Context: an optimization exercise on an open-source flow, tuned for small area. The choices shown serve that exercise and are no tape-out recipe.
Function was checked by simulation only, so behaviour that the tests miss may differ from the original.
Power and IR drop assume default switching activity.

[flow/config.mk]
export PLATFORM = sky130hd
export DESIGN_NAME = ibis_texture_mapper
export DESIGN_NICKNAME = ibis_texture_mapper
export VERILOG_FILES = /design/flow/design.v
export SDC_FILE = /design/flow/constraint.sdc
export NUM_CORES = 4
export LEC_CHECK = 0
export CAP_MARGIN = 20
export CORE_MARGIN = 2
export CORE_UTILIZATION = 40
export SLEW_MARGIN = 20
[flow/constraint.sdc]
create_clock -name core_clock -period 10.0 [get_ports {aclk}]
set_input_delay 2.0000 -clock core_clock [delete_from_list [all_inputs] [get_ports {aclk}]]
set_output_delay 2.0000 -clock core_clock [all_outputs]
set_load 0.01 [all_outputs]
[flow/design.v]
`timescale 1ns / 1ps
`default_nettype none
module ibis_texture_mapper
#(parameter TILE_SIZE_POW2_MAX = 9,
  parameter WIDTH = 11)
 (input wire logic aclk,
  input wire logic aresetn,
  input wire logic enable,
  input wire logic unsigned [6:0] write_registers,
  input wire logic unsigned [WIDTH - 1:0] x,
  input wire logic unsigned [WIDTH - 1:0] y,
  input wire logic unsigned [2:0] texture_power2,
  input wire logic signed [17:0] texture_matrixA,
  input wire logic signed [17:0] texture_matrixB,
  input wire logic signed [17:0] texture_matrixC,
  input wire logic signed [17:0] texture_matrixD,
  input wire logic signed [17:0] texture_translateX,
  input wire logic signed [17:0] texture_translateY,
  output logic unsigned [(TILE_SIZE_POW2_MAX * 2) - 1:0] map_address,
  output logic stencil_test,
  output logic stencil_step,
  output logic ready);
  logic [4:0] r_js;
  always_ff @(posedge aclk) begin
    if(!aresetn) r_js <= 5'b00000;
    else if(enable) r_js <= {r_js[3:0], ~r_js[4]};
  end
  wire ph0 = ~r_js[4] & ~r_js[0];
  wire ph1 =  r_js[0] & ~r_js[1];
  wire ph2 =  r_js[1] & ~r_js[2];
  wire ph3 =  r_js[2] & ~r_js[3];
  wire ph4 =  r_js[3] & ~r_js[4];
  wire ph5 =  r_js[4] &  r_js[0];
  wire ph6 = ~r_js[0] &  r_js[1];
  wire ph7 = ~r_js[1] &  r_js[2];
  wire ph8 = ~r_js[2] &  r_js[3];
  wire ph9 = ~r_js[3] &  r_js[4];
  logic [2:0] r_tp;  
  logic signed [17:0] r_A, r_B, r_C, r_D, r_Tx, r_Ty;
  wire wr = enable & ph0;
  always_ff @(posedge aclk) begin
    if(!aresetn) begin
      r_A <= 18'sh00100; r_B <= 18'sh0; r_C <= 18'sh0; r_D <= 18'sh00100;
      r_Tx <= 18'sh0; r_Ty <= 18'sh0; r_tp <= 3'd4;
    end else begin
      if(wr & write_registers[0]) r_A <= texture_matrixA;
      if(wr & write_registers[1]) r_B <= texture_matrixB;
      if(wr & write_registers[2]) r_C <= texture_matrixC;
      if(wr & write_registers[3]) r_D <= texture_matrixD;
      if(wr & write_registers[4]) r_Tx <= texture_translateX;
      if(wr & write_registers[5]) r_Ty <= texture_translateY;
      if(wr & write_registers[6]) r_tp <= texture_power2;
    end
  end
  logic [9:0] r_xh, r_yh;
  always_ff @(posedge aclk) begin
    if(enable & ph1) r_xh <= {1'b0, x[8:0]} - r_Tx[17:8] - {9'b0, |r_Tx[7:0]};
    if(enable & ph3) r_yh <= {1'b0, y[8:0]} - r_Ty[17:8] - {9'b0, |r_Ty[7:0]};
  end
  wire useY = ph2 | ph4 | ph6 | ph8;
  wire hi   = ph3 | ph4 | ph7 | ph8;
  wire start = ph1 | ph5;
  wire [7:0] lo = -(useY ? r_Ty[7:0] : r_Tx[7:0]);
  wire [9:0] hv = useY ? r_yh : r_xh;
  wire [9:0] dig = hi ? hv : {2'b00, lo};
  logic signed [17:0] msel;
  always_comb begin
    if(ph1 | ph3) msel = r_A;
    else if(ph2 | ph4) msel = r_B;
    else if(ph5 | ph7) msel = r_C;
    else msel = r_D;
  end
  logic signed [27:0] r_S;
  logic signed [27:0] acc_in;
  always_comb begin
    if(start) acc_in = 28'sd1 << (17 + r_tp);
    else if(ph3 | ph7) acc_in = r_S >>> 8;
    else acc_in = r_S;
  end
  wire [27:0] sum;
  ibis_tm_mac u_mac(.m(msel), .d(dig), .acc(acc_in), .sum(sum));
  always_ff @(posedge aclk) begin
    if(enable & ~ph9 & ~ph0) r_S <= sum;
  end
  function automatic logic zero_hi(input logic [27:0] h, input logic [2:0] tp);
    logic [7:0] m;
    m = 8'hff << tp;  
    zero_hi = ~|h[27:18] & ~|(h[17:10] & m);
  endfunction
  logic [8:0] r_uk;  
  logic r_zu;        
  always_ff @(posedge aclk) begin
    if(enable & ph4) begin
      r_uk <= sum[16:8];
      r_zu <= zero_hi(sum, r_tp);
    end
  end
  logic r_sx, r_sy, r_tx, r_ty;
  always_ff @(posedge aclk) begin
    if(!aresetn) begin
      r_sx <= 1'b0;
      r_sy <= 1'b0;
    end else begin
      if(enable & ph6) r_sx <= r_zu;
      if(enable & ph8) r_sy <= zero_hi(sum, r_tp);
    end
  end
  always_ff @(posedge aclk) begin
    if(enable & ph8) begin
      r_tx <= ~r_uk[r_tp];
      r_ty <= ~sum[8 + r_tp];
    end
  end
  logic [17:0] r_addr;
  logic [17:0] addr_n;
  always_comb begin
    addr_n = 18'b0;
    for(int i = 0; i < 9; i++) begin
      if(i <= r_tp + 1) begin
        addr_n[i] = r_uk[i];
      end
    end
    for(int i = 0; i < 9; i++) begin
      if(i <= r_tp + 1) begin
        addr_n[i + r_tp + 2] = r_S[8 + i];
      end
    end
  end
  always_ff @(posedge aclk) begin
    if(enable & ph9) r_addr <= addr_n;
  end
  assign map_address = r_addr;
  assign ready = ph9;
  assign stencil_test = r_sx & r_sy;
  assign stencil_step = r_tx & r_ty;
endmodule
module ibis_tm_mac(input wire [17:0] m, input wire [9:0] d, input wire [27:0] acc, output wire [27:0] sum);
  wire t1 = (m[0] & d[8]) ^ (m[1] & d[7]);
  wire t2 = (m[0] & d[8]) & (m[1] & d[7]);
  wire t3 = 1'b1 ^ ~(m[0] & d[9]) ^ (m[1] & d[8]);
  wire t4 = (1'b1 & ~(m[0] & d[9])) | (1'b1 & (m[1] & d[8])) | (~(m[0] & d[9]) & (m[1] & d[8]));
  wire t5 = (m[2] & d[7]) ^ (m[3] & d[6]) ^ (m[4] & d[5]);
  wire t6 = ((m[2] & d[7]) & (m[3] & d[6])) | ((m[2] & d[7]) & (m[4] & d[5])) | ((m[3] & d[6]) & (m[4] & d[5]));
  wire t7 = ~(m[1] & d[9]) ^ (m[2] & d[8]) ^ (m[3] & d[7]);
  wire t8 = (~(m[1] & d[9]) & (m[2] & d[8])) | (~(m[1] & d[9]) & (m[3] & d[7])) | ((m[2] & d[8]) & (m[3] & d[7]));
  wire t9 = (m[4] & d[6]) ^ (m[5] & d[5]) ^ (m[6] & d[4]);
  wire t10 = ((m[4] & d[6]) & (m[5] & d[5])) | ((m[4] & d[6]) & (m[6] & d[4])) | ((m[5] & d[5]) & (m[6] & d[4]));
  wire t11 = ~(m[2] & d[9]) ^ (m[3] & d[8]) ^ (m[4] & d[7]);
  wire t12 = (~(m[2] & d[9]) & (m[3] & d[8])) | (~(m[2] & d[9]) & (m[4] & d[7])) | ((m[3] & d[8]) & (m[4] & d[7]));
  wire t13 = (m[5] & d[6]) ^ (m[6] & d[5]) ^ (m[7] & d[4]);
  wire t14 = ((m[5] & d[6]) & (m[6] & d[5])) | ((m[5] & d[6]) & (m[7] & d[4])) | ((m[6] & d[5]) & (m[7] & d[4]));
  wire t15 = ~(m[3] & d[9]) ^ (m[4] & d[8]) ^ (m[5] & d[7]);
  wire t16 = (~(m[3] & d[9]) & (m[4] & d[8])) | (~(m[3] & d[9]) & (m[5] & d[7])) | ((m[4] & d[8]) & (m[5] & d[7]));
  wire t17 = (m[6] & d[6]) ^ (m[7] & d[5]) ^ (m[8] & d[4]);
  wire t18 = ((m[6] & d[6]) & (m[7] & d[5])) | ((m[6] & d[6]) & (m[8] & d[4])) | ((m[7] & d[5]) & (m[8] & d[4]));
  wire t19 = ~(m[4] & d[9]) ^ (m[5] & d[8]) ^ (m[6] & d[7]);
  wire t20 = (~(m[4] & d[9]) & (m[5] & d[8])) | (~(m[4] & d[9]) & (m[6] & d[7])) | ((m[5] & d[8]) & (m[6] & d[7]));
  wire t21 = (m[7] & d[6]) ^ (m[8] & d[5]) ^ (m[9] & d[4]);
  wire t22 = ((m[7] & d[6]) & (m[8] & d[5])) | ((m[7] & d[6]) & (m[9] & d[4])) | ((m[8] & d[5]) & (m[9] & d[4]));
  wire t23 = ~(m[5] & d[9]) ^ (m[6] & d[8]) ^ (m[7] & d[7]);
  wire t24 = (~(m[5] & d[9]) & (m[6] & d[8])) | (~(m[5] & d[9]) & (m[7] & d[7])) | ((m[6] & d[8]) & (m[7] & d[7]));
  wire t25 = (m[8] & d[6]) ^ (m[9] & d[5]) ^ (m[10] & d[4]);
  wire t26 = ((m[8] & d[6]) & (m[9] & d[5])) | ((m[8] & d[6]) & (m[10] & d[4])) | ((m[9] & d[5]) & (m[10] & d[4]));
  wire t27 = ~(m[6] & d[9]) ^ (m[7] & d[8]) ^ (m[8] & d[7]);
  wire t28 = (~(m[6] & d[9]) & (m[7] & d[8])) | (~(m[6] & d[9]) & (m[8] & d[7])) | ((m[7] & d[8]) & (m[8] & d[7]));
  wire t29 = (m[9] & d[6]) ^ (m[10] & d[5]) ^ (m[11] & d[4]);
  wire t30 = ((m[9] & d[6]) & (m[10] & d[5])) | ((m[9] & d[6]) & (m[11] & d[4])) | ((m[10] & d[5]) & (m[11] & d[4]));
  wire t31 = ~(m[7] & d[9]) ^ (m[8] & d[8]) ^ (m[9] & d[7]);
  wire t32 = (~(m[7] & d[9]) & (m[8] & d[8])) | (~(m[7] & d[9]) & (m[9] & d[7])) | ((m[8] & d[8]) & (m[9] & d[7]));
  wire t33 = (m[10] & d[6]) ^ (m[11] & d[5]) ^ (m[12] & d[4]);
  wire t34 = ((m[10] & d[6]) & (m[11] & d[5])) | ((m[10] & d[6]) & (m[12] & d[4])) | ((m[11] & d[5]) & (m[12] & d[4]));
  wire t35 = 1'b1 ^ ~(m[8] & d[9]) ^ (m[9] & d[8]);
  wire t36 = (1'b1 & ~(m[8] & d[9])) | (1'b1 & (m[9] & d[8])) | (~(m[8] & d[9]) & (m[9] & d[8]));
  wire t37 = (m[10] & d[7]) ^ (m[11] & d[6]) ^ (m[12] & d[5]);
  wire t38 = ((m[10] & d[7]) & (m[11] & d[6])) | ((m[10] & d[7]) & (m[12] & d[5])) | ((m[11] & d[6]) & (m[12] & d[5]));
  wire t39 = (m[13] & d[4]) ^ (m[14] & d[3]);
  wire t40 = (m[13] & d[4]) & (m[14] & d[3]);
  wire t41 = ~(m[9] & d[9]) ^ (m[10] & d[8]) ^ (m[11] & d[7]);
  wire t42 = (~(m[9] & d[9]) & (m[10] & d[8])) | (~(m[9] & d[9]) & (m[11] & d[7])) | ((m[10] & d[8]) & (m[11] & d[7]));
  wire t43 = (m[12] & d[6]) ^ (m[13] & d[5]) ^ (m[14] & d[4]);
  wire t44 = ((m[12] & d[6]) & (m[13] & d[5])) | ((m[12] & d[6]) & (m[14] & d[4])) | ((m[13] & d[5]) & (m[14] & d[4]));
  wire t45 = ~(m[10] & d[9]) ^ (m[11] & d[8]) ^ (m[12] & d[7]);
  wire t46 = (~(m[10] & d[9]) & (m[11] & d[8])) | (~(m[10] & d[9]) & (m[12] & d[7])) | ((m[11] & d[8]) & (m[12] & d[7]));
  wire t47 = (m[0] & d[5]) ^ (m[1] & d[4]);
  wire t48 = (m[0] & d[5]) & (m[1] & d[4]);
  wire t49 = (m[0] & d[6]) ^ (m[1] & d[5]) ^ (m[2] & d[4]);
  wire t50 = ((m[0] & d[6]) & (m[1] & d[5])) | ((m[0] & d[6]) & (m[2] & d[4])) | ((m[1] & d[5]) & (m[2] & d[4]));
  wire t51 = (m[3] & d[3]) ^ (m[4] & d[2]);
  wire t52 = (m[3] & d[3]) & (m[4] & d[2]);
  wire t53 = (m[0] & d[7]) ^ (m[1] & d[6]) ^ (m[2] & d[5]);
  wire t54 = ((m[0] & d[7]) & (m[1] & d[6])) | ((m[0] & d[7]) & (m[2] & d[5])) | ((m[1] & d[6]) & (m[2] & d[5]));
  wire t55 = (m[3] & d[4]) ^ (m[4] & d[3]) ^ (m[5] & d[2]);
  wire t56 = ((m[3] & d[4]) & (m[4] & d[3])) | ((m[3] & d[4]) & (m[5] & d[2])) | ((m[4] & d[3]) & (m[5] & d[2]));
  wire t57 = (m[6] & d[1]) ^ (m[7] & d[0]);
  wire t58 = (m[6] & d[1]) & (m[7] & d[0]);
  wire t59 = t1 ^ (m[2] & d[6]) ^ (m[3] & d[5]);
  wire t60 = (t1 & (m[2] & d[6])) | (t1 & (m[3] & d[5])) | ((m[2] & d[6]) & (m[3] & d[5]));
  wire t61 = (m[4] & d[4]) ^ (m[5] & d[3]) ^ (m[6] & d[2]);
  wire t62 = ((m[4] & d[4]) & (m[5] & d[3])) | ((m[4] & d[4]) & (m[6] & d[2])) | ((m[5] & d[3]) & (m[6] & d[2]));
  wire t63 = (m[7] & d[1]) ^ (m[8] & d[0]) ^ acc[8];
  wire t64 = ((m[7] & d[1]) & (m[8] & d[0])) | ((m[7] & d[1]) & acc[8]) | ((m[8] & d[0]) & acc[8]);
  wire t65 = t3 ^ t5 ^ (m[5] & d[4]);
  wire t66 = (t3 & t5) | (t3 & (m[5] & d[4])) | (t5 & (m[5] & d[4]));
  wire t67 = (m[6] & d[3]) ^ (m[7] & d[2]) ^ (m[8] & d[1]);
  wire t68 = ((m[6] & d[3]) & (m[7] & d[2])) | ((m[6] & d[3]) & (m[8] & d[1])) | ((m[7] & d[2]) & (m[8] & d[1]));
  wire t69 = (m[9] & d[0]) ^ acc[9] ^ t2;
  wire t70 = ((m[9] & d[0]) & acc[9]) | ((m[9] & d[0]) & t2) | (acc[9] & t2);
  wire t71 = t7 ^ t9 ^ (m[7] & d[3]);
  wire t72 = (t7 & t9) | (t7 & (m[7] & d[3])) | (t9 & (m[7] & d[3]));
  wire t73 = (m[8] & d[2]) ^ (m[9] & d[1]) ^ (m[10] & d[0]);
  wire t74 = ((m[8] & d[2]) & (m[9] & d[1])) | ((m[8] & d[2]) & (m[10] & d[0])) | ((m[9] & d[1]) & (m[10] & d[0]));
  wire t75 = acc[10] ^ t4 ^ t6;
  wire t76 = (acc[10] & t4) | (acc[10] & t6) | (t4 & t6);
  wire t77 = t11 ^ t13 ^ (m[8] & d[3]);
  wire t78 = (t11 & t13) | (t11 & (m[8] & d[3])) | (t13 & (m[8] & d[3]));
  wire t79 = (m[9] & d[2]) ^ (m[10] & d[1]) ^ (m[11] & d[0]);
  wire t80 = ((m[9] & d[2]) & (m[10] & d[1])) | ((m[9] & d[2]) & (m[11] & d[0])) | ((m[10] & d[1]) & (m[11] & d[0]));
  wire t81 = acc[11] ^ t8 ^ t10;
  wire t82 = (acc[11] & t8) | (acc[11] & t10) | (t8 & t10);
  wire t83 = t15 ^ t17 ^ (m[9] & d[3]);
  wire t84 = (t15 & t17) | (t15 & (m[9] & d[3])) | (t17 & (m[9] & d[3]));
  wire t85 = (m[10] & d[2]) ^ (m[11] & d[1]) ^ (m[12] & d[0]);
  wire t86 = ((m[10] & d[2]) & (m[11] & d[1])) | ((m[10] & d[2]) & (m[12] & d[0])) | ((m[11] & d[1]) & (m[12] & d[0]));
  wire t87 = acc[12] ^ t12 ^ t14;
  wire t88 = (acc[12] & t12) | (acc[12] & t14) | (t12 & t14);
  wire t89 = t19 ^ t21 ^ (m[10] & d[3]);
  wire t90 = (t19 & t21) | (t19 & (m[10] & d[3])) | (t21 & (m[10] & d[3]));
  wire t91 = (m[11] & d[2]) ^ (m[12] & d[1]) ^ (m[13] & d[0]);
  wire t92 = ((m[11] & d[2]) & (m[12] & d[1])) | ((m[11] & d[2]) & (m[13] & d[0])) | ((m[12] & d[1]) & (m[13] & d[0]));
  wire t93 = acc[13] ^ t16 ^ t18;
  wire t94 = (acc[13] & t16) | (acc[13] & t18) | (t16 & t18);
  wire t95 = t23 ^ t25 ^ (m[11] & d[3]);
  wire t96 = (t23 & t25) | (t23 & (m[11] & d[3])) | (t25 & (m[11] & d[3]));
  wire t97 = (m[12] & d[2]) ^ (m[13] & d[1]) ^ (m[14] & d[0]);
  wire t98 = ((m[12] & d[2]) & (m[13] & d[1])) | ((m[12] & d[2]) & (m[14] & d[0])) | ((m[13] & d[1]) & (m[14] & d[0]));
  wire t99 = acc[14] ^ t20 ^ t22;
  wire t100 = (acc[14] & t20) | (acc[14] & t22) | (t20 & t22);
  wire t101 = t27 ^ t29 ^ (m[12] & d[3]);
  wire t102 = (t27 & t29) | (t27 & (m[12] & d[3])) | (t29 & (m[12] & d[3]));
  wire t103 = (m[13] & d[2]) ^ (m[14] & d[1]) ^ (m[15] & d[0]);
  wire t104 = ((m[13] & d[2]) & (m[14] & d[1])) | ((m[13] & d[2]) & (m[15] & d[0])) | ((m[14] & d[1]) & (m[15] & d[0]));
  wire t105 = acc[15] ^ t24 ^ t26;
  wire t106 = (acc[15] & t24) | (acc[15] & t26) | (t24 & t26);
  wire t107 = t31 ^ t33 ^ (m[13] & d[3]);
  wire t108 = (t31 & t33) | (t31 & (m[13] & d[3])) | (t33 & (m[13] & d[3]));
  wire t109 = (m[14] & d[2]) ^ (m[15] & d[1]) ^ (m[16] & d[0]);
  wire t110 = ((m[14] & d[2]) & (m[15] & d[1])) | ((m[14] & d[2]) & (m[16] & d[0])) | ((m[15] & d[1]) & (m[16] & d[0]));
  wire t111 = acc[16] ^ t28 ^ t30;
  wire t112 = (acc[16] & t28) | (acc[16] & t30) | (t28 & t30);
  wire t113 = t35 ^ t37 ^ t39;
  wire t114 = (t35 & t37) | (t35 & t39) | (t37 & t39);
  wire t115 = (m[15] & d[2]) ^ (m[16] & d[1]) ^ ~(m[17] & d[0]);
  wire t116 = ((m[15] & d[2]) & (m[16] & d[1])) | ((m[15] & d[2]) & ~(m[17] & d[0])) | ((m[16] & d[1]) & ~(m[17] & d[0]));
  wire t117 = acc[17] ^ t32 ^ t34;
  wire t118 = (acc[17] & t32) | (acc[17] & t34) | (t32 & t34);
  wire t119 = t41 ^ t43 ^ (m[15] & d[3]);
  wire t120 = (t41 & t43) | (t41 & (m[15] & d[3])) | (t43 & (m[15] & d[3]));
  wire t121 = (m[16] & d[2]) ^ ~(m[17] & d[1]) ^ acc[18];
  wire t122 = ((m[16] & d[2]) & ~(m[17] & d[1])) | ((m[16] & d[2]) & acc[18]) | (~(m[17] & d[1]) & acc[18]);
  wire t123 = t36 ^ t38 ^ t40;
  wire t124 = (t36 & t38) | (t36 & t40) | (t38 & t40);
  wire t125 = t45 ^ (m[13] & d[6]) ^ (m[14] & d[5]);
  wire t126 = (t45 & (m[13] & d[6])) | (t45 & (m[14] & d[5])) | ((m[13] & d[6]) & (m[14] & d[5]));
  wire t127 = (m[15] & d[4]) ^ (m[16] & d[3]) ^ ~(m[17] & d[2]);
  wire t128 = ((m[15] & d[4]) & (m[16] & d[3])) | ((m[15] & d[4]) & ~(m[17] & d[2])) | ((m[16] & d[3]) & ~(m[17] & d[2]));
  wire t129 = acc[19] ^ t42 ^ t44;
  wire t130 = (acc[19] & t42) | (acc[19] & t44) | (t42 & t44);
  wire t131 = ~(m[11] & d[9]) ^ (m[12] & d[8]) ^ (m[13] & d[7]);
  wire t132 = (~(m[11] & d[9]) & (m[12] & d[8])) | (~(m[11] & d[9]) & (m[13] & d[7])) | ((m[12] & d[8]) & (m[13] & d[7]));
  wire t133 = (m[14] & d[6]) ^ (m[15] & d[5]) ^ (m[16] & d[4]);
  wire t134 = ((m[14] & d[6]) & (m[15] & d[5])) | ((m[14] & d[6]) & (m[16] & d[4])) | ((m[15] & d[5]) & (m[16] & d[4]));
  wire t135 = ~(m[17] & d[3]) ^ acc[20] ^ t46;
  wire t136 = (~(m[17] & d[3]) & acc[20]) | (~(m[17] & d[3]) & t46) | (acc[20] & t46);
  wire t137 = ~(m[12] & d[9]) ^ (m[13] & d[8]) ^ (m[14] & d[7]);
  wire t138 = (~(m[12] & d[9]) & (m[13] & d[8])) | (~(m[12] & d[9]) & (m[14] & d[7])) | ((m[13] & d[8]) & (m[14] & d[7]));
  wire t139 = (m[15] & d[6]) ^ (m[16] & d[5]) ^ ~(m[17] & d[4]);
  wire t140 = ((m[15] & d[6]) & (m[16] & d[5])) | ((m[15] & d[6]) & ~(m[17] & d[4])) | ((m[16] & d[5]) & ~(m[17] & d[4]));
  wire t141 = ~(m[13] & d[9]) ^ (m[14] & d[8]) ^ (m[15] & d[7]);
  wire t142 = (~(m[13] & d[9]) & (m[14] & d[8])) | (~(m[13] & d[9]) & (m[15] & d[7])) | ((m[14] & d[8]) & (m[15] & d[7]));
  wire t143 = (m[0] & d[3]) ^ (m[1] & d[2]);
  wire t144 = (m[0] & d[3]) & (m[1] & d[2]);
  wire t145 = (m[0] & d[4]) ^ (m[1] & d[3]) ^ (m[2] & d[2]);
  wire t146 = ((m[0] & d[4]) & (m[1] & d[3])) | ((m[0] & d[4]) & (m[2] & d[2])) | ((m[1] & d[3]) & (m[2] & d[2]));
  wire t147 = (m[3] & d[1]) ^ (m[4] & d[0]);
  wire t148 = (m[3] & d[1]) & (m[4] & d[0]);
  wire t149 = t47 ^ (m[2] & d[3]) ^ (m[3] & d[2]);
  wire t150 = (t47 & (m[2] & d[3])) | (t47 & (m[3] & d[2])) | ((m[2] & d[3]) & (m[3] & d[2]));
  wire t151 = (m[4] & d[1]) ^ (m[5] & d[0]) ^ acc[5];
  wire t152 = ((m[4] & d[1]) & (m[5] & d[0])) | ((m[4] & d[1]) & acc[5]) | ((m[5] & d[0]) & acc[5]);
  wire t153 = t49 ^ t51 ^ (m[5] & d[1]);
  wire t154 = (t49 & t51) | (t49 & (m[5] & d[1])) | (t51 & (m[5] & d[1]));
  wire t155 = (m[6] & d[0]) ^ acc[6] ^ t48;
  wire t156 = ((m[6] & d[0]) & acc[6]) | ((m[6] & d[0]) & t48) | (acc[6] & t48);
  wire t157 = t53 ^ t55 ^ t57;
  wire t158 = (t53 & t55) | (t53 & t57) | (t55 & t57);
  wire t159 = acc[7] ^ t50 ^ t52;
  wire t160 = (acc[7] & t50) | (acc[7] & t52) | (t50 & t52);
  wire t161 = t59 ^ t61 ^ t63;
  wire t162 = (t59 & t61) | (t59 & t63) | (t61 & t63);
  wire t163 = t54 ^ t56 ^ t58;
  wire t164 = (t54 & t56) | (t54 & t58) | (t56 & t58);
  wire t165 = t65 ^ t67 ^ t69;
  wire t166 = (t65 & t67) | (t65 & t69) | (t67 & t69);
  wire t167 = t60 ^ t62 ^ t64;
  wire t168 = (t60 & t62) | (t60 & t64) | (t62 & t64);
  wire t169 = t71 ^ t73 ^ t75;
  wire t170 = (t71 & t73) | (t71 & t75) | (t73 & t75);
  wire t171 = t66 ^ t68 ^ t70;
  wire t172 = (t66 & t68) | (t66 & t70) | (t68 & t70);
  wire t173 = t77 ^ t79 ^ t81;
  wire t174 = (t77 & t79) | (t77 & t81) | (t79 & t81);
  wire t175 = t72 ^ t74 ^ t76;
  wire t176 = (t72 & t74) | (t72 & t76) | (t74 & t76);
  wire t177 = t83 ^ t85 ^ t87;
  wire t178 = (t83 & t85) | (t83 & t87) | (t85 & t87);
  wire t179 = t78 ^ t80 ^ t82;
  wire t180 = (t78 & t80) | (t78 & t82) | (t80 & t82);
  wire t181 = t89 ^ t91 ^ t93;
  wire t182 = (t89 & t91) | (t89 & t93) | (t91 & t93);
  wire t183 = t84 ^ t86 ^ t88;
  wire t184 = (t84 & t86) | (t84 & t88) | (t86 & t88);
  wire t185 = t95 ^ t97 ^ t99;
  wire t186 = (t95 & t97) | (t95 & t99) | (t97 & t99);
  wire t187 = t90 ^ t92 ^ t94;
  wire t188 = (t90 & t92) | (t90 & t94) | (t92 & t94);
  wire t189 = t101 ^ t103 ^ t105;
  wire t190 = (t101 & t103) | (t101 & t105) | (t103 & t105);
  wire t191 = t96 ^ t98 ^ t100;
  wire t192 = (t96 & t98) | (t96 & t100) | (t98 & t100);
  wire t193 = t107 ^ t109 ^ t111;
  wire t194 = (t107 & t109) | (t107 & t111) | (t109 & t111);
  wire t195 = t102 ^ t104 ^ t106;
  wire t196 = (t102 & t104) | (t102 & t106) | (t104 & t106);
  wire t197 = t113 ^ t115 ^ t117;
  wire t198 = (t113 & t115) | (t113 & t117) | (t115 & t117);
  wire t199 = t108 ^ t110 ^ t112;
  wire t200 = (t108 & t110) | (t108 & t112) | (t110 & t112);
  wire t201 = t119 ^ t121 ^ t123;
  wire t202 = (t119 & t121) | (t119 & t123) | (t121 & t123);
  wire t203 = t114 ^ t116 ^ t118;
  wire t204 = (t114 & t116) | (t114 & t118) | (t116 & t118);
  wire t205 = t125 ^ t127 ^ t129;
  wire t206 = (t125 & t127) | (t125 & t129) | (t127 & t129);
  wire t207 = t120 ^ t122 ^ t124;
  wire t208 = (t120 & t122) | (t120 & t124) | (t122 & t124);
  wire t209 = t131 ^ t133 ^ t135;
  wire t210 = (t131 & t133) | (t131 & t135) | (t133 & t135);
  wire t211 = t126 ^ t128 ^ t130;
  wire t212 = (t126 & t128) | (t126 & t130) | (t128 & t130);
  wire t213 = t137 ^ t139 ^ acc[21];
  wire t214 = (t137 & t139) | (t137 & acc[21]) | (t139 & acc[21]);
  wire t215 = t132 ^ t134 ^ t136;
  wire t216 = (t132 & t134) | (t132 & t136) | (t134 & t136);
  wire t217 = t141 ^ (m[16] & d[6]) ^ ~(m[17] & d[5]);
  wire t218 = (t141 & (m[16] & d[6])) | (t141 & ~(m[17] & d[5])) | ((m[16] & d[6]) & ~(m[17] & d[5]));
  wire t219 = acc[22] ^ t138 ^ t140;
  wire t220 = (acc[22] & t138) | (acc[22] & t140) | (t138 & t140);
  wire t221 = ~(m[14] & d[9]) ^ (m[15] & d[8]) ^ (m[16] & d[7]);
  wire t222 = (~(m[14] & d[9]) & (m[15] & d[8])) | (~(m[14] & d[9]) & (m[16] & d[7])) | ((m[15] & d[8]) & (m[16] & d[7]));
  wire t223 = ~(m[17] & d[6]) ^ acc[23] ^ t142;
  wire t224 = (~(m[17] & d[6]) & acc[23]) | (~(m[17] & d[6]) & t142) | (acc[23] & t142);
  wire t225 = ~(m[15] & d[9]) ^ (m[16] & d[8]) ^ ~(m[17] & d[7]);
  wire t226 = (~(m[15] & d[9]) & (m[16] & d[8])) | (~(m[15] & d[9]) & ~(m[17] & d[7])) | ((m[16] & d[8]) & ~(m[17] & d[7]));
  wire t227 = (m[0] & d[2]) ^ (m[1] & d[1]);
  wire t228 = (m[0] & d[2]) & (m[1] & d[1]);
  wire t229 = t143 ^ (m[2] & d[1]) ^ (m[3] & d[0]);
  wire t230 = (t143 & (m[2] & d[1])) | (t143 & (m[3] & d[0])) | ((m[2] & d[1]) & (m[3] & d[0]));
  wire t231 = t145 ^ t147 ^ acc[4];
  wire t232 = (t145 & t147) | (t145 & acc[4]) | (t147 & acc[4]);
  wire t233 = t149 ^ t151 ^ t146;
  wire t234 = (t149 & t151) | (t149 & t146) | (t151 & t146);
  wire t235 = t153 ^ t155 ^ t150;
  wire t236 = (t153 & t155) | (t153 & t150) | (t155 & t150);
  wire t237 = t157 ^ t159 ^ t154;
  wire t238 = (t157 & t159) | (t157 & t154) | (t159 & t154);
  wire t239 = t161 ^ t163 ^ t158;
  wire t240 = (t161 & t163) | (t161 & t158) | (t163 & t158);
  wire t241 = t165 ^ t167 ^ t162;
  wire t242 = (t165 & t167) | (t165 & t162) | (t167 & t162);
  wire t243 = t169 ^ t171 ^ t166;
  wire t244 = (t169 & t171) | (t169 & t166) | (t171 & t166);
  wire t245 = t173 ^ t175 ^ t170;
  wire t246 = (t173 & t175) | (t173 & t170) | (t175 & t170);
  wire t247 = t177 ^ t179 ^ t174;
  wire t248 = (t177 & t179) | (t177 & t174) | (t179 & t174);
  wire t249 = t181 ^ t183 ^ t178;
  wire t250 = (t181 & t183) | (t181 & t178) | (t183 & t178);
  wire t251 = t185 ^ t187 ^ t182;
  wire t252 = (t185 & t187) | (t185 & t182) | (t187 & t182);
  wire t253 = t189 ^ t191 ^ t186;
  wire t254 = (t189 & t191) | (t189 & t186) | (t191 & t186);
  wire t255 = t193 ^ t195 ^ t190;
  wire t256 = (t193 & t195) | (t193 & t190) | (t195 & t190);
  wire t257 = t197 ^ t199 ^ t194;
  wire t258 = (t197 & t199) | (t197 & t194) | (t199 & t194);
  wire t259 = t201 ^ t203 ^ t198;
  wire t260 = (t201 & t203) | (t201 & t198) | (t203 & t198);
  wire t261 = t205 ^ t207 ^ t202;
  wire t262 = (t205 & t207) | (t205 & t202) | (t207 & t202);
  wire t263 = t209 ^ t211 ^ t206;
  wire t264 = (t209 & t211) | (t209 & t206) | (t211 & t206);
  wire t265 = t213 ^ t215 ^ t210;
  wire t266 = (t213 & t215) | (t213 & t210) | (t215 & t210);
  wire t267 = t217 ^ t219 ^ t214;
  wire t268 = (t217 & t219) | (t217 & t214) | (t219 & t214);
  wire t269 = t221 ^ t223 ^ t218;
  wire t270 = (t221 & t223) | (t221 & t218) | (t223 & t218);
  wire t271 = t225 ^ acc[24] ^ t222;
  wire t272 = (t225 & acc[24]) | (t225 & t222) | (acc[24] & t222);
  wire t273 = ~(m[16] & d[9]) ^ ~(m[17] & d[8]) ^ acc[25];
  wire t274 = (~(m[16] & d[9]) & ~(m[17] & d[8])) | (~(m[16] & d[9]) & acc[25]) | (~(m[17] & d[8]) & acc[25]);
  wire t275 = (m[0] & d[1]) ^ (m[1] & d[0]);
  wire t276 = (m[0] & d[1]) & (m[1] & d[0]);
  wire t277 = t227 ^ (m[2] & d[0]) ^ acc[2];
  wire t278 = (t227 & (m[2] & d[0])) | (t227 & acc[2]) | ((m[2] & d[0]) & acc[2]);
  wire t279 = t229 ^ acc[3] ^ t228;
  wire t280 = (t229 & acc[3]) | (t229 & t228) | (acc[3] & t228);
  wire t281 = t231 ^ t144 ^ t230;
  wire t282 = (t231 & t144) | (t231 & t230) | (t144 & t230);
  wire t283 = t233 ^ t148 ^ t232;
  wire t284 = (t233 & t148) | (t233 & t232) | (t148 & t232);
  wire t285 = t235 ^ t152 ^ t234;
  wire t286 = (t235 & t152) | (t235 & t234) | (t152 & t234);
  wire t287 = t237 ^ t156 ^ t236;
  wire t288 = (t237 & t156) | (t237 & t236) | (t156 & t236);
  wire t289 = t239 ^ t160 ^ t238;
  wire t290 = (t239 & t160) | (t239 & t238) | (t160 & t238);
  wire t291 = t241 ^ t164 ^ t240;
  wire t292 = (t241 & t164) | (t241 & t240) | (t164 & t240);
  wire t293 = t243 ^ t168 ^ t242;
  wire t294 = (t243 & t168) | (t243 & t242) | (t168 & t242);
  wire t295 = t245 ^ t172 ^ t244;
  wire t296 = (t245 & t172) | (t245 & t244) | (t172 & t244);
  wire t297 = t247 ^ t176 ^ t246;
  wire t298 = (t247 & t176) | (t247 & t246) | (t176 & t246);
  wire t299 = t249 ^ t180 ^ t248;
  wire t300 = (t249 & t180) | (t249 & t248) | (t180 & t248);
  wire t301 = t251 ^ t184 ^ t250;
  wire t302 = (t251 & t184) | (t251 & t250) | (t184 & t250);
  wire t303 = t253 ^ t188 ^ t252;
  wire t304 = (t253 & t188) | (t253 & t252) | (t188 & t252);
  wire t305 = t255 ^ t192 ^ t254;
  wire t306 = (t255 & t192) | (t255 & t254) | (t192 & t254);
  wire t307 = t257 ^ t196 ^ t256;
  wire t308 = (t257 & t196) | (t257 & t256) | (t196 & t256);
  wire t309 = t259 ^ t200 ^ t258;
  wire t310 = (t259 & t200) | (t259 & t258) | (t200 & t258);
  wire t311 = t261 ^ t204 ^ t260;
  wire t312 = (t261 & t204) | (t261 & t260) | (t204 & t260);
  wire t313 = t263 ^ t208 ^ t262;
  wire t314 = (t263 & t208) | (t263 & t262) | (t208 & t262);
  wire t315 = t265 ^ t212 ^ t264;
  wire t316 = (t265 & t212) | (t265 & t264) | (t212 & t264);
  wire t317 = t267 ^ t216 ^ t266;
  wire t318 = (t267 & t216) | (t267 & t266) | (t216 & t266);
  wire t319 = t269 ^ t220 ^ t268;
  wire t320 = (t269 & t220) | (t269 & t268) | (t220 & t268);
  wire t321 = t271 ^ t224 ^ t270;
  wire t322 = (t271 & t224) | (t271 & t270) | (t224 & t270);
  wire t323 = t273 ^ t226 ^ t272;
  wire t324 = (t273 & t226) | (t273 & t272) | (t226 & t272);
  wire t325 = (m[17] & d[9]) ^ acc[26] ^ t274;
  wire t326 = ((m[17] & d[9]) & acc[26]) | ((m[17] & d[9]) & t274) | (acc[26] & t274);
  wire t327 = 1'b1 ^ acc[27];
  wire t328 = 1'b1 & acc[27];
  wire [27:0] t329 = {t327, t325, t323, t321, t319, t317, t315, t313, t311, t309, t307, t305, t303, t301, t299, t297, t295, t293, t291, t289, t287, t285, t283, t281, t279, t277, t275, (m[0] & d[0])};
  wire [27:0] t330 = {t326, t324, t322, t320, t318, t316, t314, t312, t310, t308, t306, t304, t302, t300, t298, t296, t294, t292, t290, t288, t286, t284, t282, t280, t278, t276, acc[1], acc[0]};
  assign sum = (t329 + t330);
endmodule
[flow/flow/run.sh]
#!/bin/bash
set -euo pipefail
export BUFFER_PORTS_ARGS="-buffer_cell sky130_fd_sc_hd__buf_1"
export RECOVER_POWER=100
bash standard.sh > standard.log 2>&1
[flow/standard.sh]
#!/bin/bash
# synth_recipe.tcl (not shown) runs the flow's synth.tcl, then flattens the netlist and writes it again
# the make line also repeats each setting of config.mk as NAME=value (left out here)
make -C /OpenROAD-flow-scripts/flow DESIGN_CONFIG=/design/flow/config.mk WORK_HOME=/design/flow/orfs CLKGATE_MAP_FILE= SYNTH_SCRIPT=/design/flow/synth_recipe.tcl "${@:-finish}"
==> flow_summary.rst, run 1 <==
.. list-table::
   :header-rows: 1

   * - Metric
     - Value
   * - Count of fill cells added during filler insertion
     - 4,642
   * - Max frequency
     - 109 MHz
   * - MaxCap Viol Count
     - 2
   * - Die extent in y
     - 218 µm
   * - Post-synthesis cell type with the largest combined area
     - fa_1
   * - Final number of setup-violating endpoints
     - 0
   * - Count of input and output buffers
     - 159
   * - CTS tree
     - built
   * - ANT nets after route
     - 0
   * - Global-route wire length before repair
     - 90.8 mm
   * - Worst min-delay path startpoint
     - r_C[5]
   * - Fraction of synthesis flops using an asynchronous set or reset pin
     - 0%
   * - Detailed-route wire length per cell
     - 19.9 µm
   * - Buffers inserted during post-CTS setup optimization
     - 0
   * - Leakage Power
     - 8.24 nW
   * - Maximum number of pins on one net before global-route repair
     - 120
   * - Total vias in the final route
     - 16,000
   * - Post-synthesis instance total
     - 2,191
   * - Layout area overhead
     - 9.43%
   * - Power per cell area
     - 279 nW/µm²
   * - Total Wirelength
     - 57.7 mm
   * - Largest fanout of any net on the critical path
     - 11
   * - Sequential-to-total area share from yosys stat
     - 25.7%
   * - Overall Global Routing Usage
     - 24.9%
   * - Cts-stage hold buffer count
     - 0
   * - Crit Path Category
     - reg -> reg
   * - Count of flip-flops with a built-in enable after synthesis
     - 78
   * - Worst Hold End
     - r_C[5]
   * - Die width
     - 218 µm
   * - Site Rows
     - 78
   * - Relative slew margins
     - -176%
   * - Worst EP arrival
     - 9610 ps
   * - Clock Path Buffers
     - 2
   * - Fraction of final layout cells with drive strength greater than 1
     - 4.95%
   * - Final design instance area without fill
     - 20,100 µm²
   * - Most instantiated flip-flop cell in the synthesis netlist
     - dfxtp_1
   * - Reasons for failing layout checks
     - capacitance limit, slew limit
   * - Unrepaired setup endpoints after global routing
     - no
   * - IO Count
     - 164
   * - Die Outline Area
     - 47,500 µm²
   * - Vias in the first global route
     - 16,300
   * - Ys Warns
     - 1
   * - Residual DRC count
     - 0
   * - Maximum level of the CTS H-tree
     - 4
   * - Worst reg2reg path depth
     - 24
   * - Clock sink count
     - 196
   * - Clock tree root buffer cell
     - clkbuf_16
   * - Vias/cell
     - 5.51
   * - Flip-flop and latch area
     - 4700 µm²
   * - R2R Setup Slk
     - 820 ps
   * - Capture point of the worst reg-to-reg path
     - r_sy
   * - Number of distinct library cells after synthesis
     - 84
   * - Antenna cell count
     - 0
   * - Starting density of the core
     - 40.5%
   * - Cell area after synthesis
     - 18,300 µm²
   * - Pre-antenna DRT Iters
     - 6
   * - Run status
     - failed layout checks
   * - Reg-to-reg startpoint
     - r_js[1]
   * - Final setup slack of the worst path
     - 815 ps
   * - Worst min-delay path class
     - reg -> reg
   * - Most frequent cells after synthesis
     - nand2_1 (393), nor2_1 (216), inv_1 (215)
   * - Worst setup skew after layout
     - 16.3 ps
   * - Weighted congestion at the end of routability-driven global placement
     - 0.993
   * - Post-Route Setup TNS
     - 0 ps
   * - Sort of element at the end of the critical path
     - register
   * - Maximum ir drop on the vdd rail
     - 326 µV
   * - Top cell type's share of synthesized area
     - 17.1%
   * - Post-route fraction of the period consumed by the critical path
     - 91.8%
   * - Most frequent cell after synthesis
     - nand2_1
   * - Number of cells upsized or downsized after cts
     - 0
   * - Post-Synthesis Mean Instance Area
     - 8.36 µm²
   * - Placement-stage worst setup slack
     - 1030 ps
   * - Final Hold Fails
     - 0
   * - Net Count, Synth
     - 2,585
   * - Initial detailed-routing violation count
     - 1,167
   * - Number of buffers added by the clock tree synthesis step
     - 17
   * - Critical Path Start Type
     - register
   * - Core region area
     - 45,300 µm²
   * - Grt total ovfl
     - 0
   * - Placed instance area
     - 19,500 µm²
   * - Antenna violations before repair
     - 0
   * - Ranking of synthesized cells by area
     - fa_1 (17%), dfxtp_1 (13%), edfxtp_1 (13%)
   * - Worst hold path depth
     - 2
   * - Register clock-pin slew on the reported worst setup and hold paths
     - 80 ps
   * - Area of the multi-input gates
     - 12,300 µm²
   * - Insertion delay of the later-clocked pin in the worst-skew pair
     - 490 ps
   * - Final max-slew violation count
     - 149
   * - CP Data Required Time
     - 10,420 ps
   * - Number of storage elements in the synthesis netlist
     - 196
   * - Tightest Pin Transition
     - 4140 ps
   * - Detailed placement HPWL
     - 45.5 mm
   * - Post-layout net count
     - 2,686
   * - Post-layout min period
     - 9180 ps
-- kinds of logic (layout without fill, tap and decap cells) --
logic type | Yosys count | count (layout) | share of synthesized area (%)
and+or+nand+nor | 853 | 853 | 20.6
DFF | 196 | 196 | 25.7
AOI/OAI and AO/OA | 460 | 460 | 17.8
adders and majority gates | 251 | 251 | 23.6
muxes | 57 | 57 | 3.41
buffers and inverters | 332 | 446 | 6.89
xor gates and xnor gates | 42 | 42 | 2.01
-- cells in the final DEF, fill, tap and decap left out, types with 10 or more instances in the layout --
master	count
dfxtp_1	118
nand4_1	11
edfxtp_1	78
clkbuf_16	17
buf_1	157
nand2_1	393
a21o_1	20
o22ai_1	13
a211oi_1	22
nor3_1	20
xor2_1	14
or2_2	27
ha_1	94
mux2i_1	49
inv_1	215
a32oi_1	14
nand2b_1	38
nor2b_1	16
nor2_1	216
a21boi_0	117
buf_4	29
a22oi_1	20
xnor2_1	28
o21ai_0	52
a21oi_1	87
clkbuf_1	10
nand3_1	56
fa_1	157
and3_1	16
and2_1	19
a31oi_1	13
-- metrics by stage --
step                util [%]  total power [mW]  hold WS (ps)  cells
floorplan                  -              3.95           421   2191
global placement        43.1              4.80           454   2871
detailed placement      43.1              4.86           460   2871
CTS                     44.5              5.60           471   2903
global route            44.3              6.07           481   2905
finish                  44.3              5.60           469   2905
-- registers in the layout, indices dropped and copies added, names as in the netlist, 18 cells and up --
name / cells
r_Ty: 18
r_S: 28
r_D: 18
r_A: 18
r_addr: 18
r_Tx: 18
r_C: 18
r_B: 18
-- worst max path at each step --
stage / start / end
6_report: r_js[1] / r_sy
5_1_grt: r_js[1] / r_sy
4_1_cts: r_js[2] / r_sy
3_5_place_dp: r_js[2] / r_sy
3_3_place_gp: r_js[2] / r_sy
2_1_floorplan: r_js[4] / r_sy
-- metal layers --
metal | vias to the layer above | global-route usage [%] | share of wire [%]
li1 | 7587 | - | -
met3 | 130 | 3.84 | 5.8
met2 | 611 | 43.0 | 49
met5 | - | 0 | 0
met4 | 0 | 10.7 | 4.2
met1 | 7676 | 30.7 | 41
-- power breakdown --
group          leakage (nW)  internal (mW)  switching, mW  total [mW]
Sequential             1.68           1.07         0.0876        1.16
Clock                 0.293          0.339          0.375       0.714
Combinational          6.27           1.43           2.30        3.72
-- final cells by class --
class / count / share of cell area [%]
Multi-Input combinational cell: 1663 / 61.5
Sequential cell: 196 / 23.5
Timing Repair Buffer: 197 / 4.24
Inverter: 217 / 4.06
Tap cell: 600 / 3.74
Clock buffer: 17 / 2.12
Clock inverter: 15 / 0.892
-- worst max-delay path, cell delays in order (launching register included) --
cell      delay (ps)
dfxtp_1          570
inv_1            120
a22oi_1          880
clkbuf_1         480
mux2i_1          310
a211oi_1         150
a21oi_1          870
nor2_1           160
fa_1             530
fa_1             510
inv_1             50
fa_1             500
fa_1             550
inv_1             60
fa_1             470
ha_1             450
or2_2            350
o2111a_1         150
a21oi_2          320
xnor2_1          210
a22oi_1          260
o211ai_1         110
or4_1            540
nor4_2           290
a31o_1           200
==> run 2, diff against run 1 <==
==> flow/flow/run.sh (replaced) <==
#!/bin/bash
set -euo pipefail
export BUFFER_PORTS_ARGS="-buffer_cell sky130_fd_sc_hd__buf_1"
bash standard.sh > standard.log 2>&1
==> run 2 against run 1 <==
Now clean on timing, DRC and antenna. Critical path type unchanged. Fmax increased by 2.2%. Global-route usage stayed put. Sequential power hardly changed. Core utilization is 0.24 points higher.
==> flow_summary.rst, run 2 <==
.. list-table::
   :header-rows: 1

   * - Metric
     - Value
   * - Clock sink count
     - 196
   * - Leakage Power
     - 8.29 nW
   * - Core region area
     - 45,300 µm²
   * - R2R Setup Slk
     - 1010 ps
   * - Final max-slew violation count
     - 0
   * - Critical Path Start Type
     - register
   * - Buffers inserted during post-CTS setup optimization
     - 0
   * - Main combinational cell family by area after synthesis
     - adder cells
   * - Post-synthesis instance total
     - 2,191
   * - Source of the critical timing path
     - r_js[2]
   * - Unrepaired setup endpoints after global routing
     - no
   * - Relative slew margins
     - 22.5%
   * - Adder-cell area share of the yosys netlist
     - 23.6%
   * - Top cell type's share of synthesized area
     - 17.1%
   * - Detailed placement HPWL
     - 45.5 mm
   * - Post-Route Setup TNS
     - 0 ps
   * - Number of storage elements in the synthesis netlist
     - 196
   * - Post-synthesis cell type with the largest combined area
     - fa_1
   * - Worst reg2reg path depth
     - 26
   * - Maximum level of the CTS H-tree
     - 4
   * - Worst Hold End
     - r_C[5]
   * - Register clock-pin slew on the reported worst setup and hold paths
     - 80 ps
   * - Sort of element at the end of the critical path
     - register
   * - Cell repeated most along the worst path
     - fa_1
   * - Post-layout min period
     - 8990 ps
   * - Net Count, Synth
     - 2,585
   * - Vias in the first global route
     - 16,300
   * - Most instantiated flip-flop cell in the synthesis netlist
     - dfxtp_1
   * - Instance count after placement with tap cells included
     - 2,871
   * - Cell area after synthesis
     - 18,300 µm²
   * - Vias/cell
     - 5.50
   * - Layout area overhead
     - 10.0%
   * - Global-route wire length before repair
     - 90.8 mm
   * - Reg-to-reg startpoint
     - r_js[2]
   * - Count of fill cells added during filler insertion
     - 4,628
   * - Worst EP arrival
     - 9420 ps
   * - Maximum ir drop on the vdd rail
     - 326 µV
   * - Starting density of the core
     - 40.5%
   * - Synth Area in Simple Gates
     - 20.6%
   * - Post-synthesis xor/xnor area fraction
     - 2.01%
   * - ANT nets after route
     - 0
   * - Most frequent cell after synthesis
     - nand2_1
   * - Number of buffers added by the clock tree synthesis step
     - 17
   * - Detailed-route wire length per cell
     - 19.9 µm
   * - Run status
     - no timing/DRC/antenna violations
   * - Pre-antenna DRT Iters
     - 6
   * - Power per cell area
     - 279 nW/µm²
   * - Most common library cell in the layout ignoring fill and taps
     - nand2_1
   * - Count of placed standard cells in the final layout, fillers left out
     - 2,905
   * - Register with the highest flop count
     - r_S
   * - Count of flip-flops with a built-in enable after synthesis
     - 78
   * - Site Rows
     - 78
   * - Final Hold Fails
     - 0
   * - Fraction of synthesis flops using an asynchronous set or reset pin
     - 0%
   * - PnR Total Power
     - 5.63 mW
   * - Post-Synthesis Mean Instance Area
     - 8.36 µm²
   * - Grt total ovfl
     - 0
   * - Max frequency
     - 111 MHz
   * - Worst path buffer plus inverter count
     - 3
   * - Worst hold path depth
     - 2
   * - MaxCap Viol Count
     - 0
   * - Total vias in the final route
     - 16,000
   * - Category of cells accounting for the largest share of critical-path delay
     - adder cells
   * - Die width
     - 218 µm
   * - CTS tree
     - built
   * - Worst-case hold slack
     - 468 ps
   * - Number of cells upsized or downsized after cts
     - 0
   * - Flip-flop and latch area
     - 4700 µm²
   * - Ranking of synthesized cells by area
     - fa_1 (17%), dfxtp_1 (13%), edfxtp_1 (13%)
   * - Insertion delay of the later-clocked pin in the worst-skew pair
     - 490 ps
   * - Worst setup skew after layout
     - 15.9 ps
   * - Residual DRC count
     - 0
   * - Number of distinct library cells after synthesis
     - 84
   * - Post-layout net count
     - 2,686
   * - Slowest library cell on the worst path
     - o21ai_2
   * - CP Data Required Time
     - 10,430 ps
   * - Most frequent cells after synthesis
     - nand2_1 (393), nor2_1 (216), inv_1 (215)
   * - Largest fanout of any net on the critical path
     - 18
   * - Final number of setup-violating endpoints
     - 0
   * - Fraction of final layout cells with drive strength greater than 1
     - 5.81%
   * - Die Outline Area
     - 47,500 µm²
   * - Post-synthesis compound-gate area fraction
     - 17.8%
   * - IO Count
     - 164
   * - Cts-stage hold buffer count
     - 0
   * - Overall Global Routing Usage
     - 24.9%
   * - Count of input and output buffers
     - 159
   * - Post-route fraction of the period consumed by the critical path
     - 89.9%
   * - Capture point of the worst reg-to-reg path
     - r_sy
   * - Initial detailed-routing violation count
     - 1,151
   * - Area of the multi-input gates
     - 12,400 µm²
   * - Clock Path Buffers
     - 2
   * - Clock tree root buffer cell
     - clkbuf_16
   * - Ys Warns
     - 1
   * - Antenna violations before repair
     - 0
   * - Antenna cell count
     - 0
   * - Total Wirelength
     - 57.7 mm
   * - Proportion of synthesized area in mux cells
     - 3.41%
   * - Worst min-delay path startpoint
     - r_C[5]
   * - Commonest cells after routing, fill and taps aside
     - nand2_1 (393), nor2_1 (216), inv_1 (215)
   * - Crit Path Category
     - reg -> reg
   * - Weighted congestion at the end of routability-driven global placement
     - 0.993
   * - Tightest Pin Transition
     - 1160 ps
   * - Maximum number of pins on one net before global-route repair
     - 120
   * - Worst min-delay path class
     - reg -> reg
   * - Maximum cell stage delay along the critical path
     - 790 ps
   * - Die extent in y
     - 218 µm
   * - Sequential-to-total area share from yosys stat
     - 25.7%
   * - Largest register FFs
     - 28
==> run 2: changes by cell type in the layout (fill, tap and decap cells not counted), moves of 2 or more <==
cell      delta
a221oi_1     -2
and2_1       +6
nor3b_1      -2
and2_0       -7
nor3_1       -2
nor3b_2      +2
clkbuf_1    -10
buf_4        +8
nor3_2       +2
==> run 2: cells by family (layout without fill, tap and decap cells) <==
logic type      Yosys count  in the layout
simple gates            853            853
flops                   196            196
xor+xnor                 42             42
fa+ha+maj               251            251
mux                      57             57
compound gates          460            460
buf+inv                 332            446
==> run 2: worst max path at each step <==
stage,slack (ps),end,cells after the start
floorplan,2510,r_sy,30
global placement,1120,r_sy,26
detailed placement,1030,r_sy,26
CTS,1040,r_sy,26
global route,500,r_sy,26
finish,1010,r_sy,26
==> run 2: area by class of cell <==
cell class / count / area share (%)
multi-input cells: 1663 / 61.5
clock inverters: 15 / 0.887
flip-flops and latches: 196 / 23.3
clock buffers: 17 / 2.11
inverters: 217 / 4.04
repair buffers: 197 / 4.40
well taps: 600 / 3.72
==> run 2: power breakdown <==
part | internal [mW] | total [mW] | leakage (nW) | switching, mW
clock network | 0.339 | 0.715 | 0.293 | 0.376
logic | 1.44 | 3.76 | 6.32 | 2.32
registers | 1.07 | 1.16 | 1.68 | 0.0886
==> run 2: worst min-delay path: stages (launching register included) <==
cell,delay [ps]
dfxtp_1,310
nand2_1,50
a21boi_0,60
==> run 2: metal layers <==
| metal | GRT usage (%) | routed length (µm) | part of all wire [%] | vias up |
|---|---|---|---|---|
| li1 | - | - | - | 7589 |
| met4 | 10.7 | 2280 | 4.0 | 0 |
| met2 | 43.0 | 28200 | 49 | 572 |
| met3 | 3.84 | 3130 | 5.4 | 126 |
| met1 | 30.7 | 24200 | 42 | 7684 |
| met5 | 0 | 0 | 0 | - |
==> run 2: through the flow <==
step	instance area [µm²]	setup slack (ps)	utilization [%]
detailed placement	19500	1030	43.1
global placement	19500	1120	43.1
finish	20200	1010	44.5
global route	20200	502	44.5
CTS	20100	1040	44.5
floorplan	18300	2510	-
==> run 3, diff against run 2 <==
==> flow/run.sh (new file) <==
#!/bin/bash
# synth_recipe.tcl (not shown) runs the flow's synth.tcl, then flattens the netlist and writes it again
# the make line also repeats each setting of config.mk as NAME=value (left out here)
make -C /OpenROAD-flow-scripts/flow DESIGN_CONFIG=/design/flow/config.mk WORK_HOME=/design/flow/orfs CLKGATE_MAP_FILE= SYNTH_SCRIPT=/design/flow/synth_recipe.tcl finish
removed: flow/flow/run.sh
removed: flow/standard.sh
==> run 3 against run 2 <==
Core utilization rose by 2.4 points. Fmax barely moved. Combinational power rose by 6.1%. Cell count rose by 0.28%. Critical endpoint unchanged. Largest cell class unchanged. Largest power group unchanged.
==> flow_summary.rst, run 3 <==
.. list-table::
   :header-rows: 1

   * - Metric
     - Value
   * - Run status
     - no timing/DRC/antenna violations
   * - Overall Global Routing Usage
     - 25.3%
   * - Slowest library cell on the worst path
     - o21ai_1
   * - Count of placed standard cells in the final layout, fillers left out
     - 2,913
   * - Crit Path Category
     - reg -> reg
   * - Unrepaired setup endpoints after global routing
     - no
   * - Vias/cell
     - 5.55
   * - Most frequent cell after synthesis
     - nand2_1
   * - Net Count, Synth
     - 2,585
   * - Pre-antenna DRT Iters
     - 5
   * - Layout area overhead
     - 15.9%
   * - Buffers inserted during post-CTS setup optimization
     - 0
   * - Fraction of power consumed by the clock network
     - 12.7%
   * - Post-layout net count
     - 2,694
   * - Routed length on met1
     - 25.1 mm
   * - Post-Synthesis Mean Instance Area
     - 8.36 µm²
   * - Detailed-route wire length per cell
     - 20.3 µm
   * - Number of buffers added by the clock tree synthesis step
     - 17
   * - Fraction of synthesis flops using an asynchronous set or reset pin
     - 0%
   * - Maximum level of the CTS H-tree
     - 4
   * - Site Rows
     - 78
   * - MaxCap Viol Count
     - 0
   * - Grt total ovfl
     - 0
   * - Switching power of the nets
     - 2.91 mW
   * - IO Count
     - 164
   * - Clock Path Buffers
     - 2
   * - Final Hold Fails
     - 0
   * - Internal power
     - 2.98 mW
   * - Starting density of the core
     - 40.5%
   * - Global-route wire length before repair
     - 92.4 mm
   * - Total length of routed met3 wires
     - 3.66 mm
   * - Total Wirelength
     - 59.0 mm
   * - Top sig layer
     - met4
   * - Switching Share
     - 49.4%
   * - Number of cells upsized or downsized after cts
     - 0
   * - Flip-flop and latch area
     - 4700 µm²
   * - Register clock-pin slew on the reported worst setup and hold paths
     - 80 ps
   * - Met2 WL post-DR
     - 28.0 mm
   * - Tightest Pin Transition
     - 1180 ps
   * - Antenna violations before repair
     - 0
   * - Core region area
     - 45,300 µm²
   * - Die width
     - 218 µm
   * - Top cell type's share of synthesized area
     - 17.1%
   * - Largest register FFs
     - 28
   * - Antenna cell count
     - 0
   * - Fraction of final layout cells with drive strength greater than 1
     - 6.27%
   * - Clock sink count
     - 196
   * - CTS tree
     - built
   * - Post-synthesis instance total
     - 2,191
   * - Worst setup skew after layout
     - 15.2 ps
   * - Count of flip-flops with a built-in enable after synthesis
     - 78
   * - Die Outline Area
     - 47,500 µm²
   * - Largest fanout of any net on the critical path
     - 14
   * - Count of input and output buffers
     - 159
   * - ANT nets after route
     - 0
   * - Vias in the first global route
     - 16,500
   * - Clock tree root buffer cell
     - clkbuf_16
   * - Maximum number of pins on one net before global-route repair
     - 120
   * - Post-Route Setup TNS
     - 0 ps
   * - Final max-slew violation count
     - 0
   * - Cts-stage hold buffer count
     - 0
   * - Final design instance area without fill
     - 21,200 µm²
   * - Placed instance area
     - 20,600 µm²
   * - Power share of the combinational group
     - 67.7%
   * - Worst min-delay path class
     - reg -> reg
   * - Detailed placement HPWL
     - 46.0 mm
   * - Cell repeated most along the worst path
     - fa_1
   * - Post-route fraction of the period consumed by the critical path
     - 89.9%
   * - Insertion delay of the later-clocked pin in the worst-skew pair
     - 500 ps
   * - Power per cell area
     - 277 nW/µm²
   * - Commonest cells after routing, fill and taps aside
     - nand2_1 (393), nor2_1 (216), inv_1 (215)
   * - Initial detailed-routing violation count
     - 1,254
   * - Most common library cell in the layout ignoring fill and taps
     - nand2_1
   * - CP Data Required Time
     - 10,440 ps
   * - Maximum ir drop on the vdd rail
     - 265 µV
   * - Sequential-to-total area share from yosys stat
     - 25.7%
   * - Relative slew margins
     - 21.3%
   * - Most instantiated flip-flop cell in the synthesis netlist
     - dfxtp_1
   * - Die extent in y
     - 218 µm
   * - Max frequency
     - 111 MHz
   * - Weighted congestion at the end of routability-driven global placement
     - 0.967
   * - Ranking of synthesized cells by area
     - fa_1 (17%), dfxtp_1 (13%), edfxtp_1 (13%)
   * - Worst min-delay path startpoint
     - r_C[17]
   * - Count of fill cells added during filler insertion
     - 4,513
   * - Leakage Power
     - 8.77 nW
   * - Worst EP arrival
     - 9440 ps
   * - Register with the highest flop count
     - r_S
   * - Critical Path Start Type
     - register
   * - Maximum cell stage delay along the critical path
     - 770 ps
   * - Power share of the sequential group
     - 19.6%
   * - Final number of setup-violating endpoints
     - 0
   * - Source of the critical timing path
     - r_js[2]
   * - Most frequent cells after synthesis
     - nand2_1 (393), nor2_1 (216), inv_1 (215)
   * - Area of the multi-input gates
     - 12,400 µm²
   * - Post-synthesis cell type with the largest combined area
     - fa_1
   * - Final core utilization
     - 46.9%
   * - Residual DRC count
     - 0
   * - Post-layout min period
     - 8990 ps
   * - Instance count after placement with tap cells included
     - 2,881
   * - Cell area after synthesis
     - 18,300 µm²
   * - Number of storage elements in the synthesis netlist
     - 196
   * - Total vias in the final route
     - 16,200
   * - Sort of element at the end of the critical path
     - register
   * - Ys Warns
     - 1
   * - Reg-to-reg startpoint
     - r_js[2]
   * - Number of distinct library cells after synthesis
     - 84
run 3: through the flow:
stage	hold WS, ps	setup slack [ps]	total power [mW]
CTS	473	1010	5.86
finish	466	1010	5.89
detailed placement	456	1010	5.09
global route	490	505	6.36
global placement	452	1240	5.04
floorplan	421	2510	3.95
run 3: cell type report:
| class | instances | area share, % |
|---|---|---|
| clock buffers | 17 | 2.00 |
| clock inverters | 15 | 0.937 |
| inverters | 217 | 3.84 |
| multi-input cells | 1663 | 58.4 |
| flip-flops and latches | 196 | 22.2 |
| well taps | 600 | 3.53 |
| repair buffers | 205 | 9.10 |
run 3: final timing paths:
kind / cells past startpoint / slack, ps / end
max: 26 / 1010 / r_sy
min reg2reg: 2 / 470 / r_C[17]
min: 2 / 470 / r_C[17]
max reg2reg: 26 / 1010 / r_sy
run 3: worst max-delay path, delay by kind of cell (launching register included):
kind | cells | cell delay (ps)
flip-flops | 1 | 540
adder cells (fa/ha/maj) | 6 | 3040
buffers and inverters | 4 | 780
AO/OA/AOI/OAI | 7 | 2710
multiplexers | 1 | 330
XOR/XNOR | 1 | 80
AND/OR/NAND/NOR | 7 | 1430
run 3: routing by layer:
layer,track usage [%],vias to the layer above
met1,31.7,7818
met3,4.92,143
met2,42.2,616
met5,0,-
li1,-,7599
met4,11.7,0
run 3: cells by family (layout without fill, tap and decap cells):
kind of cell,after synthesis,count (layout),share of synthesized area [%]
muxes,57,57,3.41
DFF,196,196,25.7
buffers and inverters,332,454,6.89
xor gates and xnor gates,42,42,2.01
AOI/OAI and AO/OA,460,460,17.8
adders and majority gates,251,251,23.6
and+or+nand+nor,853,853,20.6
run 3: power by group through the flow:
stage / Combinational (mW) / Clock [mW] / Sequential (mW)
2_1_floorplan: 2.84 / 0 / 1.11
3_3_place_gp: 3.87 / 0 / 1.17
3_5_place_dp: 3.92 / 0 / 1.17
4_1_cts: 3.95 / 0.766 / 1.15
5_1_grt: 4.41 / 0.789 / 1.16
6_report: 3.99 / 0.745 / 1.15

-- re-timing with driven ports --
In the flow no input, the clock included, has a driving cell. The finished layouts below were timed again as built, in two steps.
Step 1 sets driving cells, clkbuf_16 on the clock port and buf_2 on the other inputs (assumed; they add their load-dependent delay and slew).
Step 2 times the ports against the registers' clock, not the clock port: input delays grow and output delays shrink by t, the midpoint of the rising clock arrivals with the driver on.
Slacks: ideal ports / drivers / drivers and shift; pairs: ideal ports / drivers.
| run | t (ns) | setup slack, ns | pins driven straight from the clock port |
|---|---|---|---|
| run 1 | 0.540 | 0.815 / 0.815 / 0.815 | 1 |
| run 2 | 0.539 | 1.010 / 1.010 / 1.010 | 1 |
| run 3 | 0.552 | 1.006 / 1.006 / 1.006 | 1 |
